This design comes from an exercise in tuning for small area, a short achievable clock period and few clock cycles per item on the open sky130 flow, not from production work.
The RTL of this run was laid out without a check of its function.

==> flow/design.v <==
module PE (
    input  logic [8:0]  one,
    input  logic [7:0]  two,
    input  logic [7:0]  neg,
    input  logic [15:0] b,
    input  logic        first_s,    
    input  logic        first_c,    
    input  logic [31:0] s_q,
    input  logic [31:0] c_q,
    output logic [31:0] s_out,
    output logic [31:0] c_out
);
    localparam logic [31:0] START = 32'h00020000;
    logic [31:0] s_in, c_in;
    assign s_in = first_s ? START : s_q;
    assign c_in = first_c ? 32'd0 : c_q;
    logic y1, y2, y3, y4, y5, y6, y7, y8, y9, y10, y11, y12, y13, y14, y15, y16, y17, nn18, y19, y20, y21, y22, y23, y24, y25, y26, y27, y28, y29, y30, y31, y32, y33, y34, y35, nn36, y37, y38, y39, y40, y41, y42, y43, y44, y45, y46, y47, y48, y49, y50, y51, y52, y53, nn54, y55, y56, y57, y58, y59, y60, y61, y62, y63, y64, y65, y66, y67, y68, y69, y70, y71, nn72, y73, y74, y75, y76, y77, y78, y79, y80, y81, y82, y83, y84, y85, y86, y87, y88, y89, nn90, y91, y92, y93, y94, y95, y96, y97, y98, y99, y100, y101, y102, y103, y104, y105, y106, y107, nn108, y109, y110, y111, y112, y113, y114, y115, y116, y117, y118, y119, y120, y121, y122, y123, y124, y125, nn126, y127, y128, y129, y130, y131, y132, y133, y134, y135, y136, y137, y138, y139, y140, y141, y142, y143, nn144, y145, y146, y147, y148, y149, y150, y151, y152, y153, y154, y155, y156, y157, y158, y159, y160, hs161, hc162, hs163, hc164, fs165, fc166, hs167, hc168, fs169, fc170, hs171, hc172, fs173, fc174, fs175, fc176, fs177, fc178, fs179, fc180, fs181, fc182, hs183, hc184, fs185, fc186, hs187, hc188, fs189, fc190, hs191, hc192, hs193, hc194, hs195, hc196, fs197, fc198, hs199, hc200, fs201, fc202, hs203, hc204, fs205, fc206, fs207, fc208, hs209, hc210, fs211, fc212, fs213, fc214, hs215, hc216, fs217, fc218, fs219, fc220, fs221, fc222, fs223, fc224, fs225, fc226, fs227, fc228, fs229, fc230, fs231, fc232, fs233, fc234, fs235, fc236, fs237, fc238, fs239, fc240, fs241, fc242, fs243, fc244, fs245, fc246, fs247, fc248, fs249, fc250, fs251, fc252, fs253, fc254, fs255, fc256, fs257, fc258, fs259, fc260, fs261, fc262, fs263, fc264, fs265, fc266, fs267, fc268, fs269, fc270, fs271, fc272, fs273, fc274, fs275, fc276, fs277, fc278, fs279, fc280, fs281, fc282, fs283, fc284, fs285, fc286, hs287, hc288, fs289, fc290, fs291, fc292, fs293, fc294, hs295, hc296, fs297, fc298, hs299, hc300, hs301, hc302, hs303, hc304, fs305, fc306, fx307, hs308, hc309, fs310, fc311, fx312, hs313, hc314, fs315, fc316, fx317, fs318, fc319, fx320, fs321, fc322, fx323, fs324, fc325, fx326, fs327, fc328, fx329, fs330, fc331, fx332, fs333, fc334, fx335, fs336, fc337, fx338, fs339, fc340, fx341, fs342, fc343, fx344, fs345, fc346, fx347, fs348, fc349, fx350, fs351, fc352, fx353, fs354, fc355, fx356, fs357, fc358, fx359, fs360, fc361, fx362, fs363, fc364, fx365, fs366, fc367, fx368, fs369, fc370, fx371, fs372, fc373, fx374, fs375, fc376, fx377, fs378, fc379, fx380, fs381, fc382, fx383, fs384, fc385, fx386, fs387, fc388, fx389, fs390, fc391, fx392, fs393, fc394, fx395, fs396, fc397, fx398, fs399, fc400, fx401, fs402, fc403, fx404, fs405, fc406, fx407, fs408, fc409, fx410, fs411, fc412, fx413, fs414, fc415, fx416, fs417, fc418, fx419, fs420, fc421, fx422, fs423, fc424, fx425, fs426, fc427, fx428, fs429, fc430, fx431, fs432, fc433, fx434, fs435, fc436, fx437, fs438, fc439, fx440, fs441, fc442, fx443, fs444, fc445, fx446, fs447, fc448, fx449, fs450, fc451, fx452, fs453, fc454, fx455, hs456, hc457, fs458, fc459, fx460, hs461, hc462, hs463, hc464, hs465, hc466, fs467, fc468, fx469, fs470, fc471, fx472, fs473, fc474, fx475, fs476, fc477, fx478, fs479, fc480, fx481, fs482, fc483, fx484, fs485, fc486, fx487, fs488, fc489, fx490, fs491, fc492, fx493, fs494, fc495, fx496, fs497, fc498, fx499, fs500, fc501, fx502, fs503, fc504, fx505, fs506, fc507, fx508, fs509, fc510, fx511, fs512, fc513, fx514, fs515, fc516, fx517, fs518, fc519, fx520, fs521, fc522, fx523, fs524, fc525, fx526, fs527, fc528, fx529, fs530, fc531, fx532, fs533, fc534, fx535, fs536, fc537, fx538, fs539, fc540, fx541, fs542, fc543, fx544, fs545, fc546, fx547, fs548, fc549, fx550, fs551, fc552, fx553, fs554, fc555, fx556, hs557, hc558, fs559, fc560, fx561, fs562, fc563, fx564, fs565, fc566, fx567, fs568, fc569, fx570, fs571, fc572, fx573, fs574, fc575, fx576, fs577, fc578, fx579, fs580, fc581, fx582, fs583, fc584, fx585, fs586, fc587, fx588, fs589, fc590, fx591, fs592, fc593, fx594, fs595, fc596, fx597, fs598, fc599, fx600, fs601, fc602, fx603, fs604, fc605, fx606, fs607, fc608, fx609, fs610, fc611, fx612, fs613, fc614, fx615, fs616, fc617, fx618, fs619, fc620, fx621, fs622, fc623, fx624, fs625, fc626, fx627, fs628, fc629, fx630, fs631, fc632, fx633, fs634, fc635, fx636, fs637, fc638, fx639, fs640, fc641, fx642, fs643, fc644, fx645, fs646, fc647, fx648, fs649, fc650, fx651;
    assign y1 = (one[0] & b[0]) ^ neg[0];
    assign y2 = ((one[0] & b[1]) | (two[0] & b[0])) ^ neg[0];
    assign y3 = ((one[0] & b[2]) | (two[0] & b[1])) ^ neg[0];
    assign y4 = ((one[0] & b[3]) | (two[0] & b[2])) ^ neg[0];
    assign y5 = ((one[0] & b[4]) | (two[0] & b[3])) ^ neg[0];
    assign y6 = ((one[0] & b[5]) | (two[0] & b[4])) ^ neg[0];
    assign y7 = ((one[0] & b[6]) | (two[0] & b[5])) ^ neg[0];
    assign y8 = ((one[0] & b[7]) | (two[0] & b[6])) ^ neg[0];
    assign y9 = ((one[0] & b[8]) | (two[0] & b[7])) ^ neg[0];
    assign y10 = ((one[0] & b[9]) | (two[0] & b[8])) ^ neg[0];
    assign y11 = ((one[0] & b[10]) | (two[0] & b[9])) ^ neg[0];
    assign y12 = ((one[0] & b[11]) | (two[0] & b[10])) ^ neg[0];
    assign y13 = ((one[0] & b[12]) | (two[0] & b[11])) ^ neg[0];
    assign y14 = ((one[0] & b[13]) | (two[0] & b[12])) ^ neg[0];
    assign y15 = ((one[0] & b[14]) | (two[0] & b[13])) ^ neg[0];
    assign y16 = ((one[0] & b[15]) | (two[0] & b[14])) ^ neg[0];
    assign y17 = (two[0] & b[15]) ^ neg[0];
    assign nn18 = ~neg[0];
    assign y19 = (one[1] & b[0]) ^ neg[1];
    assign y20 = ((one[1] & b[1]) | (two[1] & b[0])) ^ neg[1];
    assign y21 = ((one[1] & b[2]) | (two[1] & b[1])) ^ neg[1];
    assign y22 = ((one[1] & b[3]) | (two[1] & b[2])) ^ neg[1];
    assign y23 = ((one[1] & b[4]) | (two[1] & b[3])) ^ neg[1];
    assign y24 = ((one[1] & b[5]) | (two[1] & b[4])) ^ neg[1];
    assign y25 = ((one[1] & b[6]) | (two[1] & b[5])) ^ neg[1];
    assign y26 = ((one[1] & b[7]) | (two[1] & b[6])) ^ neg[1];
    assign y27 = ((one[1] & b[8]) | (two[1] & b[7])) ^ neg[1];
    assign y28 = ((one[1] & b[9]) | (two[1] & b[8])) ^ neg[1];
    assign y29 = ((one[1] & b[10]) | (two[1] & b[9])) ^ neg[1];
    assign y30 = ((one[1] & b[11]) | (two[1] & b[10])) ^ neg[1];
    assign y31 = ((one[1] & b[12]) | (two[1] & b[11])) ^ neg[1];
    assign y32 = ((one[1] & b[13]) | (two[1] & b[12])) ^ neg[1];
    assign y33 = ((one[1] & b[14]) | (two[1] & b[13])) ^ neg[1];
    assign y34 = ((one[1] & b[15]) | (two[1] & b[14])) ^ neg[1];
    assign y35 = (two[1] & b[15]) ^ neg[1];
    assign nn36 = ~neg[1];
    assign y37 = (one[2] & b[0]) ^ neg[2];
    assign y38 = ((one[2] & b[1]) | (two[2] & b[0])) ^ neg[2];
    assign y39 = ((one[2] & b[2]) | (two[2] & b[1])) ^ neg[2];
    assign y40 = ((one[2] & b[3]) | (two[2] & b[2])) ^ neg[2];
    assign y41 = ((one[2] & b[4]) | (two[2] & b[3])) ^ neg[2];
    assign y42 = ((one[2] & b[5]) | (two[2] & b[4])) ^ neg[2];
    assign y43 = ((one[2] & b[6]) | (two[2] & b[5])) ^ neg[2];
    assign y44 = ((one[2] & b[7]) | (two[2] & b[6])) ^ neg[2];
    assign y45 = ((one[2] & b[8]) | (two[2] & b[7])) ^ neg[2];
    assign y46 = ((one[2] & b[9]) | (two[2] & b[8])) ^ neg[2];
    assign y47 = ((one[2] & b[10]) | (two[2] & b[9])) ^ neg[2];
    assign y48 = ((one[2] & b[11]) | (two[2] & b[10])) ^ neg[2];
    assign y49 = ((one[2] & b[12]) | (two[2] & b[11])) ^ neg[2];
    assign y50 = ((one[2] & b[13]) | (two[2] & b[12])) ^ neg[2];
    assign y51 = ((one[2] & b[14]) | (two[2] & b[13])) ^ neg[2];
    assign y52 = ((one[2] & b[15]) | (two[2] & b[14])) ^ neg[2];
    assign y53 = (two[2] & b[15]) ^ neg[2];
    assign nn54 = ~neg[2];
    assign y55 = (one[3] & b[0]) ^ neg[3];
    assign y56 = ((one[3] & b[1]) | (two[3] & b[0])) ^ neg[3];
    assign y57 = ((one[3] & b[2]) | (two[3] & b[1])) ^ neg[3];
    assign y58 = ((one[3] & b[3]) | (two[3] & b[2])) ^ neg[3];
    assign y59 = ((one[3] & b[4]) | (two[3] & b[3])) ^ neg[3];
    assign y60 = ((one[3] & b[5]) | (two[3] & b[4])) ^ neg[3];
    assign y61 = ((one[3] & b[6]) | (two[3] & b[5])) ^ neg[3];
    assign y62 = ((one[3] & b[7]) | (two[3] & b[6])) ^ neg[3];
    assign y63 = ((one[3] & b[8]) | (two[3] & b[7])) ^ neg[3];
    assign y64 = ((one[3] & b[9]) | (two[3] & b[8])) ^ neg[3];
    assign y65 = ((one[3] & b[10]) | (two[3] & b[9])) ^ neg[3];
    assign y66 = ((one[3] & b[11]) | (two[3] & b[10])) ^ neg[3];
    assign y67 = ((one[3] & b[12]) | (two[3] & b[11])) ^ neg[3];
    assign y68 = ((one[3] & b[13]) | (two[3] & b[12])) ^ neg[3];
    assign y69 = ((one[3] & b[14]) | (two[3] & b[13])) ^ neg[3];
    assign y70 = ((one[3] & b[15]) | (two[3] & b[14])) ^ neg[3];
    assign y71 = (two[3] & b[15]) ^ neg[3];
    assign nn72 = ~neg[3];
    assign y73 = (one[4] & b[0]) ^ neg[4];
    assign y74 = ((one[4] & b[1]) | (two[4] & b[0])) ^ neg[4];
    assign y75 = ((one[4] & b[2]) | (two[4] & b[1])) ^ neg[4];
    assign y76 = ((one[4] & b[3]) | (two[4] & b[2])) ^ neg[4];
    assign y77 = ((one[4] & b[4]) | (two[4] & b[3])) ^ neg[4];
    assign y78 = ((one[4] & b[5]) | (two[4] & b[4])) ^ neg[4];
    assign y79 = ((one[4] & b[6]) | (two[4] & b[5])) ^ neg[4];
    assign y80 = ((one[4] & b[7]) | (two[4] & b[6])) ^ neg[4];
    assign y81 = ((one[4] & b[8]) | (two[4] & b[7])) ^ neg[4];
    assign y82 = ((one[4] & b[9]) | (two[4] & b[8])) ^ neg[4];
    assign y83 = ((one[4] & b[10]) | (two[4] & b[9])) ^ neg[4];
    assign y84 = ((one[4] & b[11]) | (two[4] & b[10])) ^ neg[4];
    assign y85 = ((one[4] & b[12]) | (two[4] & b[11])) ^ neg[4];
    assign y86 = ((one[4] & b[13]) | (two[4] & b[12])) ^ neg[4];
    assign y87 = ((one[4] & b[14]) | (two[4] & b[13])) ^ neg[4];
    assign y88 = ((one[4] & b[15]) | (two[4] & b[14])) ^ neg[4];
    assign y89 = (two[4] & b[15]) ^ neg[4];
    assign nn90 = ~neg[4];
    assign y91 = (one[5] & b[0]) ^ neg[5];
    assign y92 = ((one[5] & b[1]) | (two[5] & b[0])) ^ neg[5];
    assign y93 = ((one[5] & b[2]) | (two[5] & b[1])) ^ neg[5];
    assign y94 = ((one[5] & b[3]) | (two[5] & b[2])) ^ neg[5];
    assign y95 = ((one[5] & b[4]) | (two[5] & b[3])) ^ neg[5];
    assign y96 = ((one[5] & b[5]) | (two[5] & b[4])) ^ neg[5];
    assign y97 = ((one[5] & b[6]) | (two[5] & b[5])) ^ neg[5];
    assign y98 = ((one[5] & b[7]) | (two[5] & b[6])) ^ neg[5];
    assign y99 = ((one[5] & b[8]) | (two[5] & b[7])) ^ neg[5];
    assign y100 = ((one[5] & b[9]) | (two[5] & b[8])) ^ neg[5];
    assign y101 = ((one[5] & b[10]) | (two[5] & b[9])) ^ neg[5];
    assign y102 = ((one[5] & b[11]) | (two[5] & b[10])) ^ neg[5];
    assign y103 = ((one[5] & b[12]) | (two[5] & b[11])) ^ neg[5];
    assign y104 = ((one[5] & b[13]) | (two[5] & b[12])) ^ neg[5];
    assign y105 = ((one[5] & b[14]) | (two[5] & b[13])) ^ neg[5];
    assign y106 = ((one[5] & b[15]) | (two[5] & b[14])) ^ neg[5];
    assign y107 = (two[5] & b[15]) ^ neg[5];
    assign nn108 = ~neg[5];
    assign y109 = (one[6] & b[0]) ^ neg[6];
    assign y110 = ((one[6] & b[1]) | (two[6] & b[0])) ^ neg[6];
    assign y111 = ((one[6] & b[2]) | (two[6] & b[1])) ^ neg[6];
    assign y112 = ((one[6] & b[3]) | (two[6] & b[2])) ^ neg[6];
    assign y113 = ((one[6] & b[4]) | (two[6] & b[3])) ^ neg[6];
    assign y114 = ((one[6] & b[5]) | (two[6] & b[4])) ^ neg[6];
    assign y115 = ((one[6] & b[6]) | (two[6] & b[5])) ^ neg[6];
    assign y116 = ((one[6] & b[7]) | (two[6] & b[6])) ^ neg[6];
    assign y117 = ((one[6] & b[8]) | (two[6] & b[7])) ^ neg[6];
    assign y118 = ((one[6] & b[9]) | (two[6] & b[8])) ^ neg[6];
    assign y119 = ((one[6] & b[10]) | (two[6] & b[9])) ^ neg[6];
    assign y120 = ((one[6] & b[11]) | (two[6] & b[10])) ^ neg[6];
    assign y121 = ((one[6] & b[12]) | (two[6] & b[11])) ^ neg[6];
    assign y122 = ((one[6] & b[13]) | (two[6] & b[12])) ^ neg[6];
    assign y123 = ((one[6] & b[14]) | (two[6] & b[13])) ^ neg[6];
    assign y124 = ((one[6] & b[15]) | (two[6] & b[14])) ^ neg[6];
    assign y125 = (two[6] & b[15]) ^ neg[6];
    assign nn126 = ~neg[6];
    assign y127 = (one[7] & b[0]) ^ neg[7];
    assign y128 = ((one[7] & b[1]) | (two[7] & b[0])) ^ neg[7];
    assign y129 = ((one[7] & b[2]) | (two[7] & b[1])) ^ neg[7];
    assign y130 = ((one[7] & b[3]) | (two[7] & b[2])) ^ neg[7];
    assign y131 = ((one[7] & b[4]) | (two[7] & b[3])) ^ neg[7];
    assign y132 = ((one[7] & b[5]) | (two[7] & b[4])) ^ neg[7];
    assign y133 = ((one[7] & b[6]) | (two[7] & b[5])) ^ neg[7];
    assign y134 = ((one[7] & b[7]) | (two[7] & b[6])) ^ neg[7];
    assign y135 = ((one[7] & b[8]) | (two[7] & b[7])) ^ neg[7];
    assign y136 = ((one[7] & b[9]) | (two[7] & b[8])) ^ neg[7];
    assign y137 = ((one[7] & b[10]) | (two[7] & b[9])) ^ neg[7];
    assign y138 = ((one[7] & b[11]) | (two[7] & b[10])) ^ neg[7];
    assign y139 = ((one[7] & b[12]) | (two[7] & b[11])) ^ neg[7];
    assign y140 = ((one[7] & b[13]) | (two[7] & b[12])) ^ neg[7];
    assign y141 = ((one[7] & b[14]) | (two[7] & b[13])) ^ neg[7];
    assign y142 = ((one[7] & b[15]) | (two[7] & b[14])) ^ neg[7];
    assign y143 = (two[7] & b[15]) ^ neg[7];
    assign nn144 = ~neg[7];
    assign y145 = one[8] & b[0];
    assign y146 = one[8] & b[1];
    assign y147 = one[8] & b[2];
    assign y148 = one[8] & b[3];
    assign y149 = one[8] & b[4];
    assign y150 = one[8] & b[5];
    assign y151 = one[8] & b[6];
    assign y152 = one[8] & b[7];
    assign y153 = one[8] & b[8];
    assign y154 = one[8] & b[9];
    assign y155 = one[8] & b[10];
    assign y156 = one[8] & b[11];
    assign y157 = one[8] & b[12];
    assign y158 = one[8] & b[13];
    assign y159 = one[8] & b[14];
    assign y160 = one[8] & b[15];
    assign hs161 = neg[6] ^ y13;
    assign hc162 = neg[6] & y13;
    assign hs163 = y14 ^ y30;
    assign hc164 = y14 & y30;
    assign fs165 = neg[7] ^ y15 ^ y31;
    assign fc166 = (neg[7] & y15) | (neg[7] & y31) | (y15 & y31);
    assign hs167 = y47 ^ y63;
    assign hc168 = y47 & y63;
    assign fs169 = y16 ^ y32 ^ y48;
    assign fc170 = (y16 & y32) | (y16 & y48) | (y32 & y48);
    assign hs171 = y64 ^ y80;
    assign hc172 = y64 & y80;
    assign fs173 = y17 ^ y33 ^ y49;
    assign fc174 = (y17 & y33) | (y17 & y49) | (y33 & y49);
    assign fs175 = y65 ^ y81 ^ y97;
    assign fc176 = (y65 & y81) | (y65 & y97) | (y81 & y97);
    assign fs177 = nn18 ^ y34 ^ y50;
    assign fc178 = (nn18 & y34) | (nn18 & y50) | (y34 & y50);
    assign fs179 = y66 ^ y82 ^ y98;
    assign fc180 = (y66 & y82) | (y66 & y98) | (y82 & y98);
    assign fs181 = y35 ^ y51 ^ y67;
    assign fc182 = (y35 & y51) | (y35 & y67) | (y51 & y67);
    assign hs183 = y83 ^ y99;
    assign hc184 = y83 & y99;
    assign fs185 = nn36 ^ y52 ^ y68;
    assign fc186 = (nn36 & y52) | (nn36 & y68) | (y52 & y68);
    assign hs187 = y84 ^ y100;
    assign hc188 = y84 & y100;
    assign fs189 = y53 ^ y69 ^ y85;
    assign fc190 = (y53 & y69) | (y53 & y85) | (y69 & y85);
    assign hs191 = nn54 ^ y70;
    assign hc192 = nn54 & y70;
    assign hs193 = neg[3] ^ y7;
    assign hc194 = neg[3] & y7;
    assign hs195 = y8 ^ y24;
    assign hc196 = y8 & y24;
    assign fs197 = neg[4] ^ y9 ^ y25;
    assign fc198 = (neg[4] & y9) | (neg[4] & y25) | (y9 & y25);
    assign hs199 = y41 ^ y57;
    assign hc200 = y41 & y57;
    assign fs201 = y10 ^ y26 ^ y42;
    assign fc202 = (y10 & y26) | (y10 & y42) | (y26 & y42);
    assign hs203 = y58 ^ y74;
    assign hc204 = y58 & y74;
    assign fs205 = neg[5] ^ y11 ^ y27;
    assign fc206 = (neg[5] & y11) | (neg[5] & y27) | (y11 & y27);
    assign fs207 = y43 ^ y59 ^ y75;
    assign fc208 = (y43 & y59) | (y43 & y75) | (y59 & y75);
    assign hs209 = y91 ^ s_in[10];
    assign hc210 = y91 & s_in[10];
    assign fs211 = y12 ^ y28 ^ y44;
    assign fc212 = (y12 & y28) | (y12 & y44) | (y28 & y44);
    assign fs213 = y60 ^ y76 ^ y92;
    assign fc214 = (y60 & y76) | (y60 & y92) | (y76 & y92);
    assign hs215 = s_in[11] ^ c_in[11];
    assign hc216 = s_in[11] & c_in[11];
    assign fs217 = y29 ^ y45 ^ y61;
    assign fc218 = (y29 & y45) | (y29 & y61) | (y45 & y61);
    assign fs219 = y77 ^ y93 ^ y109;
    assign fc220 = (y77 & y93) | (y77 & y109) | (y93 & y109);
    assign fs221 = hs161 ^ s_in[12] ^ c_in[12];
    assign fc222 = (hs161 & s_in[12]) | (hs161 & c_in[12]) | (s_in[12] & c_in[12]);
    assign fs223 = y46 ^ y62 ^ y78;
    assign fc224 = (y46 & y62) | (y46 & y78) | (y62 & y78);
    assign fs225 = y94 ^ y110 ^ hc162;
    assign fc226 = (y94 & y110) | (y94 & hc162) | (y110 & hc162);
    assign fs227 = hs163 ^ s_in[13] ^ c_in[13];
    assign fc228 = (hs163 & s_in[13]) | (hs163 & c_in[13]) | (s_in[13] & c_in[13]);
    assign fs229 = y79 ^ y95 ^ y111;
    assign fc230 = (y79 & y95) | (y79 & y111) | (y95 & y111);
    assign fs231 = y127 ^ hc164 ^ hs167;
    assign fc232 = (y127 & hc164) | (y127 & hs167) | (hc164 & hs167);
    assign fs233 = fs165 ^ s_in[14] ^ c_in[14];
    assign fc234 = (fs165 & s_in[14]) | (fs165 & c_in[14]) | (s_in[14] & c_in[14]);
    assign fs235 = y96 ^ y112 ^ y128;
    assign fc236 = (y96 & y112) | (y96 & y128) | (y112 & y128);
    assign fs237 = hc168 ^ hs171 ^ fc166;
    assign fc238 = (hc168 & hs171) | (hc168 & fc166) | (hs171 & fc166);
    assign fs239 = fs169 ^ s_in[15] ^ c_in[15];
    assign fc240 = (fs169 & s_in[15]) | (fs169 & c_in[15]) | (s_in[15] & c_in[15]);
    assign fs241 = y113 ^ y129 ^ y145;
    assign fc242 = (y113 & y129) | (y113 & y145) | (y129 & y145);
    assign fs243 = hc172 ^ fc170 ^ fs173;
    assign fc244 = (hc172 & fc170) | (hc172 & fs173) | (fc170 & fs173);
    assign fs245 = fs175 ^ s_in[16] ^ c_in[16];
    assign fc246 = (fs175 & s_in[16]) | (fs175 & c_in[16]) | (s_in[16] & c_in[16]);
    assign fs247 = y114 ^ y130 ^ y146;
    assign fc248 = (y114 & y130) | (y114 & y146) | (y130 & y146);
    assign fs249 = fc174 ^ fc176 ^ fs177;
    assign fc250 = (fc174 & fc176) | (fc174 & fs177) | (fc176 & fs177);
    assign fs251 = fs179 ^ s_in[17] ^ c_in[17];
    assign fc252 = (fs179 & s_in[17]) | (fs179 & c_in[17]) | (s_in[17] & c_in[17]);
    assign fs253 = y115 ^ y131 ^ y147;
    assign fc254 = (y115 & y131) | (y115 & y147) | (y131 & y147);
    assign fs255 = hs183 ^ fc178 ^ fc180;
    assign fc256 = (hs183 & fc178) | (hs183 & fc180) | (fc178 & fc180);
    assign fs257 = fs181 ^ s_in[18] ^ c_in[18];
    assign fc258 = (fs181 & s_in[18]) | (fs181 & c_in[18]) | (s_in[18] & c_in[18]);
    assign fs259 = y116 ^ y132 ^ y148;
    assign fc260 = (y116 & y132) | (y116 & y148) | (y132 & y148);
    assign fs261 = hc184 ^ hs187 ^ fc182;
    assign fc262 = (hc184 & hs187) | (hc184 & fc182) | (hs187 & fc182);
    assign fs263 = fs185 ^ s_in[19] ^ c_in[19];
    assign fc264 = (fs185 & s_in[19]) | (fs185 & c_in[19]) | (s_in[19] & c_in[19]);
    assign fs265 = y101 ^ y117 ^ y133;
    assign fc266 = (y101 & y117) | (y101 & y133) | (y117 & y133);
    assign fs267 = y149 ^ hc188 ^ fc186;
    assign fc268 = (y149 & hc188) | (y149 & fc186) | (hc188 & fc186);
    assign fs269 = fs189 ^ s_in[20] ^ c_in[20];
    assign fc270 = (fs189 & s_in[20]) | (fs189 & c_in[20]) | (s_in[20] & c_in[20]);
    assign fs271 = y86 ^ y102 ^ y118;
    assign fc272 = (y86 & y102) | (y86 & y118) | (y102 & y118);
    assign fs273 = y134 ^ y150 ^ hs191;
    assign fc274 = (y134 & y150) | (y134 & hs191) | (y150 & hs191);
    assign fs275 = fc190 ^ s_in[21] ^ c_in[21];
    assign fc276 = (fc190 & s_in[21]) | (fc190 & c_in[21]) | (s_in[21] & c_in[21]);
    assign fs277 = y71 ^ y87 ^ y103;
    assign fc278 = (y71 & y87) | (y71 & y103) | (y87 & y103);
    assign fs279 = y119 ^ y135 ^ y151;
    assign fc280 = (y119 & y135) | (y119 & y151) | (y135 & y151);
    assign fs281 = hc192 ^ s_in[22] ^ c_in[22];
    assign fc282 = (hc192 & s_in[22]) | (hc192 & c_in[22]) | (s_in[22] & c_in[22]);
    assign fs283 = nn72 ^ y88 ^ y104;
    assign fc284 = (nn72 & y88) | (nn72 & y104) | (y88 & y104);
    assign fs285 = y120 ^ y136 ^ y152;
    assign fc286 = (y120 & y136) | (y120 & y152) | (y136 & y152);
    assign hs287 = s_in[23] ^ c_in[23];
    assign hc288 = s_in[23] & c_in[23];
    assign fs289 = y89 ^ y105 ^ y121;
    assign fc290 = (y89 & y105) | (y89 & y121) | (y105 & y121);
    assign fs291 = y137 ^ y153 ^ s_in[24];
    assign fc292 = (y137 & y153) | (y137 & s_in[24]) | (y153 & s_in[24]);
    assign fs293 = nn90 ^ y106 ^ y122;
    assign fc294 = (nn90 & y106) | (nn90 & y122) | (y106 & y122);
    assign hs295 = y138 ^ y154;
    assign hc296 = y138 & y154;
    assign fs297 = y107 ^ y123 ^ y139;
    assign fc298 = (y107 & y123) | (y107 & y139) | (y123 & y139);
    assign hs299 = nn108 ^ y124;
    assign hc300 = nn108 & y124;
    assign hs301 = neg[1] ^ y3;
    assign hc302 = neg[1] & y3;
    assign hs303 = y4 ^ y20;
    assign hc304 = y4 & y20;
    assign fx307 = neg[2] ^ y5;
    assign fs305 = fx307 ^ y21;
    assign fc306 = fx307 ? y21 : neg[2];
    assign hs308 = y37 ^ s_in[4];
    assign hc309 = y37 & s_in[4];
    assign fx312 = y6 ^ y22;
    assign fs310 = fx312 ^ y38;
    assign fc311 = fx312 ? y38 : y6;
    assign hs313 = s_in[5] ^ c_in[5];
    assign hc314 = s_in[5] & c_in[5];
    assign fx317 = y23 ^ y39;
    assign fs315 = fx317 ^ y55;
    assign fc316 = fx317 ? y55 : y23;
    assign fx320 = hs193 ^ s_in[6];
    assign fs318 = fx320 ^ c_in[6];
    assign fc319 = fx320 ? c_in[6] : hs193;
    assign fx323 = y40 ^ y56;
    assign fs321 = fx323 ^ hc194;
    assign fc322 = fx323 ? hc194 : y40;
    assign fx326 = hs195 ^ s_in[7];
    assign fs324 = fx326 ^ c_in[7];
    assign fc325 = fx326 ? c_in[7] : hs195;
    assign fx329 = y73 ^ hc196;
    assign fs327 = fx329 ^ hs199;
    assign fc328 = fx329 ? hs199 : y73;
    assign fx332 = fs197 ^ s_in[8];
    assign fs330 = fx332 ^ c_in[8];
    assign fc331 = fx332 ? c_in[8] : fs197;
    assign fx335 = hc200 ^ hs203;
    assign fs333 = fx335 ^ fc198;
    assign fc334 = fx335 ? fc198 : hc200;
    assign fx338 = fs201 ^ s_in[9];
    assign fs336 = fx338 ^ c_in[9];
    assign fc337 = fx338 ? c_in[9] : fs201;
    assign fx341 = hc204 ^ fc202;
    assign fs339 = fx341 ^ fs205;
    assign fc340 = fx341 ? fs205 : hc204;
    assign fx344 = fs207 ^ c_in[10];
    assign fs342 = fx344 ^ hs209;
    assign fc343 = fx344 ? hs209 : fs207;
    assign fx347 = fc206 ^ fc208;
    assign fs345 = fx347 ^ fs211;
    assign fc346 = fx347 ? fs211 : fc206;
    assign fx350 = fs213 ^ hc210;
    assign fs348 = fx350 ^ hs215;
    assign fc349 = fx350 ? hs215 : fs213;
    assign fx353 = fc212 ^ fc214;
    assign fs351 = fx353 ^ fs217;
    assign fc352 = fx353 ? fs217 : fc212;
    assign fx356 = fs219 ^ hc216;
    assign fs354 = fx356 ^ fs221;
    assign fc355 = fx356 ? fs221 : fs219;
    assign fx359 = fc218 ^ fc220;
    assign fs357 = fx359 ^ fs223;
    assign fc358 = fx359 ? fs223 : fc218;
    assign fx362 = fs225 ^ fc222;
    assign fs360 = fx362 ^ fs227;
    assign fc361 = fx362 ? fs227 : fs225;
    assign fx365 = fc224 ^ fs229;
    assign fs363 = fx365 ^ fc226;
    assign fc364 = fx365 ? fc226 : fc224;
    assign fx368 = fs231 ^ fc228;
    assign fs366 = fx368 ^ fs233;
    assign fc367 = fx368 ? fs233 : fs231;
    assign fx371 = fc230 ^ fs235;
    assign fs369 = fx371 ^ fc232;
    assign fc370 = fx371 ? fc232 : fc230;
    assign fx374 = fs237 ^ fc234;
    assign fs372 = fx374 ^ fs239;
    assign fc373 = fx374 ? fs239 : fs237;
    assign fx377 = fc236 ^ fs241;
    assign fs375 = fx377 ^ fc238;
    assign fc376 = fx377 ? fc238 : fc236;
    assign fx380 = fs243 ^ fc240;
    assign fs378 = fx380 ^ fs245;
    assign fc379 = fx380 ? fs245 : fs243;
    assign fx383 = fc242 ^ fs247;
    assign fs381 = fx383 ^ fc244;
    assign fc382 = fx383 ? fc244 : fc242;
    assign fx386 = fs249 ^ fc246;
    assign fs384 = fx386 ^ fs251;
    assign fc385 = fx386 ? fs251 : fs249;
    assign fx389 = fc248 ^ fs253;
    assign fs387 = fx389 ^ fs255;
    assign fc388 = fx389 ? fs255 : fc248;
    assign fx392 = fc250 ^ fc252;
    assign fs390 = fx392 ^ fs257;
    assign fc391 = fx392 ? fs257 : fc250;
    assign fx395 = fc254 ^ fs259;
    assign fs393 = fx395 ^ fc256;
    assign fc394 = fx395 ? fc256 : fc254;
    assign fx398 = fs261 ^ fc258;
    assign fs396 = fx398 ^ fs263;
    assign fc397 = fx398 ? fs263 : fs261;
    assign fx401 = fc260 ^ fs265;
    assign fs399 = fx401 ^ fc262;
    assign fc400 = fx401 ? fc262 : fc260;
    assign fx404 = fs267 ^ fc264;
    assign fs402 = fx404 ^ fs269;
    assign fc403 = fx404 ? fs269 : fs267;
    assign fx407 = fc266 ^ fs271;
    assign fs405 = fx407 ^ fs273;
    assign fc406 = fx407 ? fs273 : fc266;
    assign fx410 = fc268 ^ fc270;
    assign fs408 = fx410 ^ fs275;
    assign fc409 = fx410 ? fs275 : fc268;
    assign fx413 = fc272 ^ fs277;
    assign fs411 = fx413 ^ fs279;
    assign fc412 = fx413 ? fs279 : fc272;
    assign fx416 = fc274 ^ fc276;
    assign fs414 = fx416 ^ fs281;
    assign fc415 = fx416 ? fs281 : fc274;
    assign fx419 = fc278 ^ fc280;
    assign fs417 = fx419 ^ fs283;
    assign fc418 = fx419 ? fs283 : fc278;
    assign fx422 = fs285 ^ hs287;
    assign fs420 = fx422 ^ fc282;
    assign fc421 = fx422 ? fc282 : fs285;
    assign fx425 = fc284 ^ fc286;
    assign fs423 = fx425 ^ fs289;
    assign fc424 = fx425 ? fs289 : fc284;
    assign fx428 = c_in[24] ^ hc288;
    assign fs426 = fx428 ^ fs291;
    assign fc427 = fx428 ? fs291 : c_in[24];
    assign fx431 = hs295 ^ fc290;
    assign fs429 = fx431 ^ fs293;
    assign fc430 = fx431 ? fs293 : hs295;
    assign fx434 = s_in[25] ^ c_in[25];
    assign fs432 = fx434 ^ fc292;
    assign fc433 = fx434 ? fc292 : s_in[25];
    assign fx437 = y155 ^ hc296;
    assign fs435 = fx437 ^ fc294;
    assign fc436 = fx437 ? fc294 : y155;
    assign fx440 = fs297 ^ s_in[26];
    assign fs438 = fx440 ^ c_in[26];
    assign fc439 = fx440 ? c_in[26] : fs297;
    assign fx443 = y140 ^ y156;
    assign fs441 = fx443 ^ hs299;
    assign fc442 = fx443 ? hs299 : y140;
    assign fx446 = fc298 ^ s_in[27];
    assign fs444 = fx446 ^ c_in[27];
    assign fc445 = fx446 ? c_in[27] : fc298;
    assign fx449 = y125 ^ y141;
    assign fs447 = fx449 ^ y157;
    assign fc448 = fx449 ? y157 : y125;
    assign fx452 = hc300 ^ s_in[28];
    assign fs450 = fx452 ^ c_in[28];
    assign fc451 = fx452 ? c_in[28] : hc300;
    assign fx455 = nn126 ^ y142;
    assign fs453 = fx455 ^ y158;
    assign fc454 = fx455 ? y158 : nn126;
    assign hs456 = s_in[29] ^ c_in[29];
    assign hc457 = s_in[29] & c_in[29];
    assign fx460 = y143 ^ y159;
    assign fs458 = fx460 ^ s_in[30];
    assign fc459 = fx460 ? s_in[30] : y143;
    assign hs461 = nn144 ^ y160;
    assign hc462 = nn144 & y160;
    assign hs463 = neg[0] ^ y1;
    assign hc464 = neg[0] & y1;
    assign hs465 = y2 ^ s_in[1];
    assign hc466 = y2 & s_in[1];
    assign fx469 = y19 ^ hs301;
    assign fs467 = fx469 ^ s_in[2];
    assign fc468 = fx469 ? s_in[2] : y19;
    assign fx472 = hc302 ^ hs303;
    assign fs470 = fx472 ^ s_in[3];
    assign fc471 = fx472 ? s_in[3] : hc302;
    assign fx475 = hc304 ^ fs305;
    assign fs473 = fx475 ^ c_in[4];
    assign fc474 = fx475 ? c_in[4] : hc304;
    assign fx478 = fc306 ^ fs310;
    assign fs476 = fx478 ^ hc309;
    assign fc477 = fx478 ? hc309 : fc306;
    assign fx481 = fc311 ^ fs315;
    assign fs479 = fx481 ^ hc314;
    assign fc480 = fx481 ? hc314 : fc311;
    assign fx484 = fc316 ^ fs321;
    assign fs482 = fx484 ^ fc319;
    assign fc483 = fx484 ? fc319 : fc316;
    assign fx487 = fc322 ^ fs327;
    assign fs485 = fx487 ^ fc325;
    assign fc486 = fx487 ? fc325 : fc322;
    assign fx490 = fc328 ^ fs333;
    assign fs488 = fx490 ^ fc331;
    assign fc489 = fx490 ? fc331 : fc328;
    assign fx493 = fc334 ^ fs339;
    assign fs491 = fx493 ^ fc337;
    assign fc492 = fx493 ? fc337 : fc334;
    assign fx496 = fc340 ^ fs345;
    assign fs494 = fx496 ^ fc343;
    assign fc495 = fx496 ? fc343 : fc340;
    assign fx499 = fc346 ^ fs351;
    assign fs497 = fx499 ^ fc349;
    assign fc498 = fx499 ? fc349 : fc346;
    assign fx502 = fc352 ^ fs357;
    assign fs500 = fx502 ^ fc355;
    assign fc501 = fx502 ? fc355 : fc352;
    assign fx505 = fc358 ^ fs363;
    assign fs503 = fx505 ^ fc361;
    assign fc504 = fx505 ? fc361 : fc358;
    assign fx508 = fc364 ^ fs369;
    assign fs506 = fx508 ^ fc367;
    assign fc507 = fx508 ? fc367 : fc364;
    assign fx511 = fc370 ^ fs375;
    assign fs509 = fx511 ^ fc373;
    assign fc510 = fx511 ? fc373 : fc370;
    assign fx514 = fc376 ^ fs381;
    assign fs512 = fx514 ^ fc379;
    assign fc513 = fx514 ? fc379 : fc376;
    assign fx517 = fc382 ^ fs387;
    assign fs515 = fx517 ^ fc385;
    assign fc516 = fx517 ? fc385 : fc382;
    assign fx520 = fs393 ^ fc388;
    assign fs518 = fx520 ^ fc391;
    assign fc519 = fx520 ? fc391 : fs393;
    assign fx523 = fc394 ^ fs399;
    assign fs521 = fx523 ^ fc397;
    assign fc522 = fx523 ? fc397 : fc394;
    assign fx526 = fc400 ^ fs405;
    assign fs524 = fx526 ^ fc403;
    assign fc525 = fx526 ? fc403 : fc400;
    assign fx529 = fs411 ^ fc406;
    assign fs527 = fx529 ^ fc409;
    assign fc528 = fx529 ? fc409 : fs411;
    assign fx532 = fc412 ^ fs417;
    assign fs530 = fx532 ^ fs420;
    assign fc531 = fx532 ? fs420 : fc412;
    assign fx535 = fc418 ^ fs423;
    assign fs533 = fx535 ^ fc421;
    assign fc534 = fx535 ? fc421 : fc418;
    assign fx538 = fc424 ^ fs429;
    assign fs536 = fx538 ^ fs432;
    assign fc537 = fx538 ? fs432 : fc424;
    assign fx541 = fs435 ^ fc430;
    assign fs539 = fx541 ^ fs438;
    assign fc540 = fx541 ? fs438 : fs435;
    assign fx544 = fs441 ^ fc436;
    assign fs542 = fx544 ^ fc439;
    assign fc543 = fx544 ? fc439 : fs441;
    assign fx547 = fs447 ^ fc442;
    assign fs545 = fx547 ^ fc445;
    assign fc546 = fx547 ? fc445 : fs447;
    assign fx550 = fc448 ^ fs453;
    assign fs548 = fx550 ^ hs456;
    assign fc549 = fx550 ? hs456 : fc448;
    assign fx553 = fc454 ^ c_in[30];
    assign fs551 = fx553 ^ hc457;
    assign fc552 = fx553 ? hc457 : fc454;
    assign fx556 = hs461 ^ s_in[31];
    assign fs554 = fx556 ^ c_in[31];
    assign fc555 = fx556 ? c_in[31] : hs461;
    assign hs557 = hs463 ^ s_in[0];
    assign hc558 = hs463 & s_in[0];
    assign fx561 = hc464 ^ c_in[1];
    assign fs559 = fx561 ^ hs465;
    assign fc560 = fx561 ? hs465 : hc464;
    assign fx564 = c_in[2] ^ hc466;
    assign fs562 = fx564 ^ fs467;
    assign fc563 = fx564 ? fs467 : c_in[2];
    assign fx567 = c_in[3] ^ fc468;
    assign fs565 = fx567 ^ fs470;
    assign fc566 = fx567 ? fs470 : c_in[3];
    assign fx570 = hs308 ^ fc471;
    assign fs568 = fx570 ^ fs473;
    assign fc569 = fx570 ? fs473 : hs308;
    assign fx573 = hs313 ^ fc474;
    assign fs571 = fx573 ^ fs476;
    assign fc572 = fx573 ? fs476 : hs313;
    assign fx576 = fs318 ^ fc477;
    assign fs574 = fx576 ^ fs479;
    assign fc575 = fx576 ? fs479 : fs318;
    assign fx579 = fs324 ^ fc480;
    assign fs577 = fx579 ^ fs482;
    assign fc578 = fx579 ? fs482 : fs324;
    assign fx582 = fs330 ^ fc483;
    assign fs580 = fx582 ^ fs485;
    assign fc581 = fx582 ? fs485 : fs330;
    assign fx585 = fs336 ^ fc486;
    assign fs583 = fx585 ^ fs488;
    assign fc584 = fx585 ? fs488 : fs336;
    assign fx588 = fs342 ^ fc489;
    assign fs586 = fx588 ^ fs491;
    assign fc587 = fx588 ? fs491 : fs342;
    assign fx591 = fs348 ^ fc492;
    assign fs589 = fx591 ^ fs494;
    assign fc590 = fx591 ? fs494 : fs348;
    assign fx594 = fs354 ^ fc495;
    assign fs592 = fx594 ^ fs497;
    assign fc593 = fx594 ? fs497 : fs354;
    assign fx597 = fs360 ^ fc498;
    assign fs595 = fx597 ^ fs500;
    assign fc596 = fx597 ? fs500 : fs360;
    assign fx600 = fs366 ^ fc501;
    assign fs598 = fx600 ^ fs503;
    assign fc599 = fx600 ? fs503 : fs366;
    assign fx603 = fs372 ^ fc504;
    assign fs601 = fx603 ^ fs506;
    assign fc602 = fx603 ? fs506 : fs372;
    assign fx606 = fs378 ^ fc507;
    assign fs604 = fx606 ^ fs509;
    assign fc605 = fx606 ? fs509 : fs378;
    assign fx609 = fs384 ^ fc510;
    assign fs607 = fx609 ^ fs512;
    assign fc608 = fx609 ? fs512 : fs384;
    assign fx612 = fs390 ^ fc513;
    assign fs610 = fx612 ^ fs515;
    assign fc611 = fx612 ? fs515 : fs390;
    assign fx615 = fs396 ^ fc516;
    assign fs613 = fx615 ^ fs518;
    assign fc614 = fx615 ? fs518 : fs396;
    assign fx618 = fs402 ^ fc519;
    assign fs616 = fx618 ^ fs521;
    assign fc617 = fx618 ? fs521 : fs402;
    assign fx621 = fs408 ^ fc522;
    assign fs619 = fx621 ^ fs524;
    assign fc620 = fx621 ? fs524 : fs408;
    assign fx624 = fs414 ^ fc525;
    assign fs622 = fx624 ^ fs527;
    assign fc623 = fx624 ? fs527 : fs414;
    assign fx627 = fc415 ^ fc528;
    assign fs625 = fx627 ^ fs530;
    assign fc626 = fx627 ? fs530 : fc415;
    assign fx630 = fs426 ^ fs533;
    assign fs628 = fx630 ^ fc531;
    assign fc629 = fx630 ? fc531 : fs426;
    assign fx633 = fc427 ^ fc534;
    assign fs631 = fx633 ^ fs536;
    assign fc632 = fx633 ? fs536 : fc427;
    assign fx636 = fc433 ^ fs539;
    assign fs634 = fx636 ^ fc537;
    assign fc635 = fx636 ? fc537 : fc433;
    assign fx639 = fs444 ^ fs542;
    assign fs637 = fx639 ^ fc540;
    assign fc638 = fx639 ? fc540 : fs444;
    assign fx642 = fs450 ^ fc543;
    assign fs640 = fx642 ^ fs545;
    assign fc641 = fx642 ? fs545 : fs450;
    assign fx645 = fc451 ^ fs548;
    assign fs643 = fx645 ^ fc546;
    assign fc644 = fx645 ? fc546 : fc451;
    assign fx648 = fs458 ^ fs551;
    assign fs646 = fx648 ^ fc549;
    assign fc647 = fx648 ? fc549 : fs458;
    assign fx651 = fc459 ^ fs554;
    assign fs649 = fx651 ^ fc552;
    assign fc650 = fx651 ? fc552 : fc459;
    assign s_out = {fs649, fs646, fs643, fs640, fs637, fs634, fs631, fs628, fs625, fs622, fs619, fs616, fs613, fs610, fs607, fs604, fs601, fs598, fs595, fs592, fs589, fs586, fs583, fs580, fs577, fs574, fs571, fs568, fs565, fs562, fs559, hs557};
    assign c_out = {fc647, fc644, fc641, fc638, fc635, fc632, fc629, fc626, fc623, fc620, fc617, fc614, fc611, fc608, fc605, fc602, fc599, fc596, fc593, fc590, fc587, fc584, fc581, fc578, fc575, fc572, fc569, fc566, fc563, fc560, hc558, c_in[0]};
endmodule
module systolic_array (
    input  logic        clk,
    input  logic [1:0]  first,     
    input  logic [8:0]  one,
    input  logic [7:0]  two,
    input  logic [7:0]  neg,
    input  logic [47:0] b,
    output logic [95:0] sum
);
    logic [2:0][31:0] s_q, c_q, s_d, c_d;
    PE pe0 (
        .one(one), .two(two), .neg(neg), .b(b[15:0]),
        .first_s(first[0]), .first_c(first[0]),
        .s_q(s_q[0]), .c_q(c_q[0]), .s_out(s_d[0]), .c_out(c_d[0])
    );
    PE pe1 (
        .one(one), .two(two), .neg(neg), .b(b[31:16]),
        .first_s(first[1]), .first_c(first[1]),
        .s_q(s_q[1]), .c_q(c_q[1]), .s_out(s_d[1]), .c_out(c_d[1])
    );
    PE pe2 (
        .one(one), .two(two), .neg(neg), .b(b[47:32]),
        .first_s(first[0]), .first_c(first[1]),
        .s_q(s_q[2]), .c_q(c_q[2]), .s_out(s_d[2]), .c_out(c_d[2])
    );
    always_ff @(posedge clk) begin
        s_q <= s_d;
        c_q <= c_d;
        for (int j = 0; j < 3; j++) sum[32*j +: 32] <= s_q[j] + c_q[j];
    end
endmodule
module systolic_array_top #(
    parameter DATAWIDTH = 16,
    parameter N_SIZE = 3
) (
    input  logic clk,
    input  logic rst_n,
    input  logic valid_in,
    input  logic [N_SIZE*DATAWIDTH-1:0] matrix_a_in,    
    input  logic [N_SIZE*DATAWIDTH-1:0] matrix_b_in,    
    output logic valid_out,
    output logic [N_SIZE*DATAWIDTH*2-1:0] matrix_c_out
);
    logic [3:0] cnt;
    logic       first_c, first_k;
    logic [2:0] k;
    always_ff @(posedge clk) begin
        first_c <= (cnt == 4'd0 && valid_in) || cnt == 4'd3 || cnt == 4'd6;
        k       <= cnt == 4'd0 ? 3'b001 : {k[1:0], k[2]};
    end
    assign first_k = k[0];
    always_ff @(posedge clk, negedge rst_n) begin
        if (!rst_n) begin
            cnt       <= 4'd0;
            valid_out <= 1'b0;
        end else begin
            if (cnt == 4'd0) begin
                if (valid_in) cnt <= 4'd1;
            end else if (cnt != 4'd11) begin
                cnt <= cnt + 4'd1;
            end
            valid_out <= cnt == 4'd4 || cnt == 4'd7 || cnt == 4'd10;
        end
    end
    logic [15:0]      a_next;
    logic [16:0]      a_pad;
    logic [2:0][15:0] a1, a2;
    logic [2:0][47:0] b;
    logic [8:0]       one;
    logic [7:0]       two, neg;
    assign a_next = valid_in ? matrix_a_in[15:0] : a1[2];
    assign a_pad  = {a_next, 1'b0};
    always_ff @(posedge clk) begin
        for (int i = 0; i < 8; i++) begin
            one[i] <= a_pad[2*i+1] ^ a_pad[2*i];
            two[i] <= (a_pad[2*i+2] & ~a_pad[2*i+1] & ~a_pad[2*i])
                    | (~a_pad[2*i+2] & a_pad[2*i+1] & a_pad[2*i]);
            neg[i] <= a_pad[2*i+2];
        end
        one[8] <= a_next[15];
        a1[0] <= valid_in ? matrix_a_in[31:16] : a2[2];
        a1[1] <= a1[0];
        a1[2] <= a1[1];
        a2[0] <= matrix_a_in[47:32];
        a2[1] <= a2[0];
        a2[2] <= a2[1];
        b[0]  <= valid_in ? matrix_b_in : b[2];
        b[1]  <= b[0];
        b[2]  <= b[1];
    end
    systolic_array u_array (
        .clk  (clk),
        .first({first_k, first_c}),
        .one  (one),
        .two  (two),
        .neg  (neg),
        .b    (b[0]),
        .sum  (matrix_c_out)
    );
endmodule
==> flow/flow/run.sh <==
#!/bin/bash
# The standard layout, with timing repair aiming at a 3.5 ns period (setup
# margin 6.5 ns on the 10 ns clock) instead of the 10 ns period itself.
set -euo pipefail
bash standard.sh finish SETUP_SLACK_MARGIN=6.5 > flow.log 2>&1
==> flow/standard.sh <==
#!/bin/bash
# synth_recipe.tcl (not shown) runs the flow's synth.tcl, then flattens the netlist and writes it again
# the make line also repeats each setting of config.mk as NAME=value (left out here)
make -C /OpenROAD-flow-scripts/flow DESIGN_CONFIG=/design/flow/config.mk WORK_HOME=/design/flow/orfs CLKGATE_MAP_FILE= SYNTH_SCRIPT=/design/flow/synth_recipe.tcl "${@:-finish}"
==> flow/config.mk <==
export PLATFORM = sky130hd
export DESIGN_NAME = systolic_array_top
export DESIGN_NICKNAME = systolic_array_top
export VERILOG_FILES = /design/flow/design.v
export SDC_FILE = /design/flow/constraint.sdc
export NUM_CORES = 4
export LEC_CHECK = 0
export CAP_MARGIN = 20
export CORE_MARGIN = 2
export CORE_UTILIZATION = 40
export SLEW_MARGIN = 20
==> flow/constraint.sdc <==
create_clock -name core_clock -period 10.0 [get_ports {clk}]
set_input_delay 2.0000 -clock core_clock [delete_from_list [all_inputs] [get_ports {clk}]]
set_output_delay 2.0000 -clock core_clock [all_outputs]
set_load 0.01 [all_outputs]
==> summary.txt <==
==> path summary, 6_finish.rpt <==
kind | endpoint | slack, ns | depth (start not counted)
max | u_array.c_q[18] | 6.60 | 11
min | b[108] | 0.32 | 0
max reg2reg | u_array.c_q[18] | 6.60 | 11
min reg2reg | b[108] | 0.32 | 0
max in group asynchronous | cnt[3] | 8.23 | 1
min in group asynchronous | valid_out | 1.58 | 1
==> state kept, by name, indices dropped and copies added (netlist names) <==
| register | count |
|---|---|
| first_c | 1 |
| a1 | 48 |
| u_array.c_q | 93 |
| u_array.sum | 96 |
| b | 144 |
| a2 | 48 |
| valid_out | 1 |
| neg | 7 |
| u_array.s_q | 96 |
| k | 3 |
| two | 8 |
| cnt | 4 |
| one | 9 |
==> metal layers <==
metal  vias to the layer above  track usage  wire [µm]
li1                      14100            -          -
met1                     14300        0.278      47900
met2                      1056        0.322      47700
met3                       228       0.0495       9450
met4                        28       0.0579       3040
met5                         -            0        161
==> final cells by class <==
| type | instances | area share |
|---|---|---|
| well taps | 1287 | 0.0355 |
| multi-input cells | 3175 | 0.594 |
| clock inverters | 29 | 0.00748 |
| clock buffers | 83 | 0.0386 |
| flip-flops and latches | 558 | 0.250 |
| diodes | 1 | 0.0000552 |
| repair buffers | 276 | 0.0628 |
| inverters | 146 | 0.0122 |
==> worst reg2reg max path, delay by kind of cell (launching register included) <==
family / cells / cell delay [ns]
adders and majority gates: 4 / 1.81
buffers and inverters: 4 / 0.61
xor gates and xnor gates: 3 / 0.49
DFF: 1 / 0.40
==> cells by family (layout without fill, tap and decap cells) <==
kind of cell	after synthesis	count (layout)
muxes	84	84
buffers and inverters	418	534
and+or+nand+nor	646	646
xor gates and xnor gates	1107	1107
DFF	558	558
AOI/OAI and AO/OA	792	792
other	0	1
adders and majority gates	546	546
==> placed cells by master (no fill, tap or decap), types with 12 or more instances in the layout <==
| master | count |
|---|---|
| clkdlybuf4s50_1 | 97 |
| nand2b_1 | 42 |
| buf_6 | 14 |
| fa_1 | 177 |
| nor2_1 | 140 |
| a22oi_1 | 358 |
| a21oi_1 | 146 |
| clkbuf_16 | 68 |
| a211oi_1 | 12 |
| clkbuf_8 | 12 |
| nand4_1 | 12 |
| dfxtp_2 | 17 |
| dfxtp_1 | 511 |
| dfxtp_4 | 25 |
| inv_1 | 143 |
| o21a_1 | 12 |
| buf_12 | 15 |
| and3_1 | 15 |
| maj3_1 | 197 |
| o21bai_1 | 29 |
| xnor2_1 | 865 |
| mux2_2 | 68 |
| nand2_1 | 219 |
| ha_1 | 164 |
| nor2b_1 | 131 |
| o21ai_0 | 109 |
| nand3_1 | 26 |
| buf_4 | 43 |
| and2_1 | 30 |
| xor2_1 | 235 |
| dlygate4sd2_1 | 97 |
| a21o_1 | 44 |
| mux2i_1 | 16 |
==> metrics by stage <==
stage	area, µm²	hold slack (ns)	util	std cells
CTS	44800	0.320	0.455	5526
global placement	42500	0.310	0.432	5406
floorplan	39800	0.310	-	4151
finish	45300	0.315	0.461	5555
global route	45300	0.326	0.461	5555
detailed placement	42500	0.312	0.432	5406
==> repair_timing <==
| item | in CTS | in global routing |
|---|---|---|
| pin swaps | 0 | 2 |
| cloned | 0 | 7 |
| endpoints found under the setup margin | 178 | 63 |
| setup buffers | 8 | 21 |
| resized for setup | 157 | 64 |
==> reports/qor.yml <==
run_status:
  status: "complete, no violations"
global_route:
  grt_antenna_before_repair: 16
  grt_max_degree: 66
  grt_usage: 0.204
  grt-ovfl-total: 0
  grt_pass1_vias: 29500
  grt_pass1_wl_um: 166000
critical_path:
  cp.arrival_ns: 3.94
  crit_start: "neg[5]"
  crit_path_top_delay_cell: "fa_1"
  path_buf_inv: 4
  path_class: "reg2reg"
  crit_path_cell_trace: "buf_12 -> inv_2 -> buf_12 -> xnor2_1 -> fa_1 -> inv_1 -> fa_1 -> maj3_1 -> xor2_2 -> xnor2_1 -> maj3_1"
  cpPeakStageDelay_ns: 0.52
  cp_max_fo: 14
  worst_ep_required_time_ns: 10.54
  startpoint_type: "flop"
  cp-end-kind: "flop"
  crit_family: "adder cells"
  timing.rr.start: "neg[5]"
timing:
  rsz0062_at_grt: "no"
  setup_ws_ns: 6.60
  finalCritPeriodShare: 0.340
  fin_crit_ns: 3.40
  worstMarginPinSlew_ns: 0.943
  finalHoldViolCount: 0
  fin_setup_tns_ns: 0
  slew_headroom: 0.371
  worst_clock_skew_ns: 0.0314
  setup_violations: 0
  fmax_mhz: 294
  final_max_slew_viol_count: 0
placed_design:
  post-place-ws_ns: 5.90
  portBuffers: 195
  place_hpwl_um: 72000
  gp_congestion: 0.825
yosys:
  avgSynthCellArea_um2: 9.56
  syn-cell-area_um2: 39700
  syn_inst: 4151
  synth_xor_area_frac: 0.245
  syn_nets: 4591
  yosys_warnings: 2
  yosys.cell_types.count: 78
  yosysMostFrequentCell: "xnor2_1"
  muxShareOfSynthArea: 0.0233
  synth-adder-area-share: 0.193
  async_reset_ff_frac: 0.00896
  yosys.area.top_type: "dfxtp_1"
  ys_ff_latch: 558
  synth_edf_count: 0
  yosysSeqAreaShare: 0.282
  yosys.area.top_type_share: 0.279
  synth_compound_area_frac: 0.137
  yosys-top-cells-area: "dfxtp_1 28%, xnor2_1 19%, fa_1 8.9%"
  synth_simple_gate_area_frac: 0.0785
  synth-main-ff-cell: "dfxtp_1"
  synth_top_family_by_area: "XOR/XNOR gates"
  synth_top_cells_by_count: "869 x xnor2_1, 553 x dfxtp_1, 359 x a22oi_1"
cells_and_area:
  fin_nets: 4657
  nFillCells: 9481
  drive_gt1_frac: 0.0801
  multiInputGateArea_um2: 26900
  register_area_um2: 11300
  areaGrowthSynthToFinish_pct: 14.2
floorplanning:
  die_w_um: 319
  start_util: 0.403
  coreArea_um2: 98400
  die_area_um2: 102000
  rows: 115
  io-pin-count: 196
  die_h_um: 319
route:
  final_antenna_net_count: 0
  post_drt_wl_per_cell_um: 19.5
  vias: 29700
  vias_per_cell: 5.35
  drt_wl_total_um: 108000
  first_iter_violations: 2153
  drc: 0
  first_pass_iters: 5
clock_tree:
  ctsRootBufferMaster: "clkbuf_16"
  clkTransAtPathRegs_ns: 0.06
  clock_path_buffers: 3
  h-tree-depth: 2
  cts_tree: "yes"
  numCtsBuffers: 60
  cts_num_sinks: 558
  hold_buffers: 0
  insertion_delay_ns: 0.67
min_path:
  min_from: "b[60]"
  min-delay-path-class: "reg2reg"
flow_run:
  cap_viol_max_count: 0

==> what the ideal ports hide <==
How much do the figures lean on ideal ports? The routed layout below was timed once more, with nothing changed but the port constraints.
Step 1, drivers: a clkbuf_16 drives clk and a buf_2 each remaining input, both assumed.
Step 2 also shifts input and output timing later by t, the mid clock arrival at the registers, as if the neighbouring blocks saw the same clock.
Three values: ideal ports, drivers, drivers and shift; two values: the first two.
t (ns): 0.728
setup WS [ns]: 6.601 / 6.601 / 6.088
worst setup path after step 2: input to register
worst slew at a driven data input, ns: 0.11
After both steps this run still meets setup and hold. The setup slack of this run moves by 0.000 ns with the drivers and by -0.513 ns with both steps.
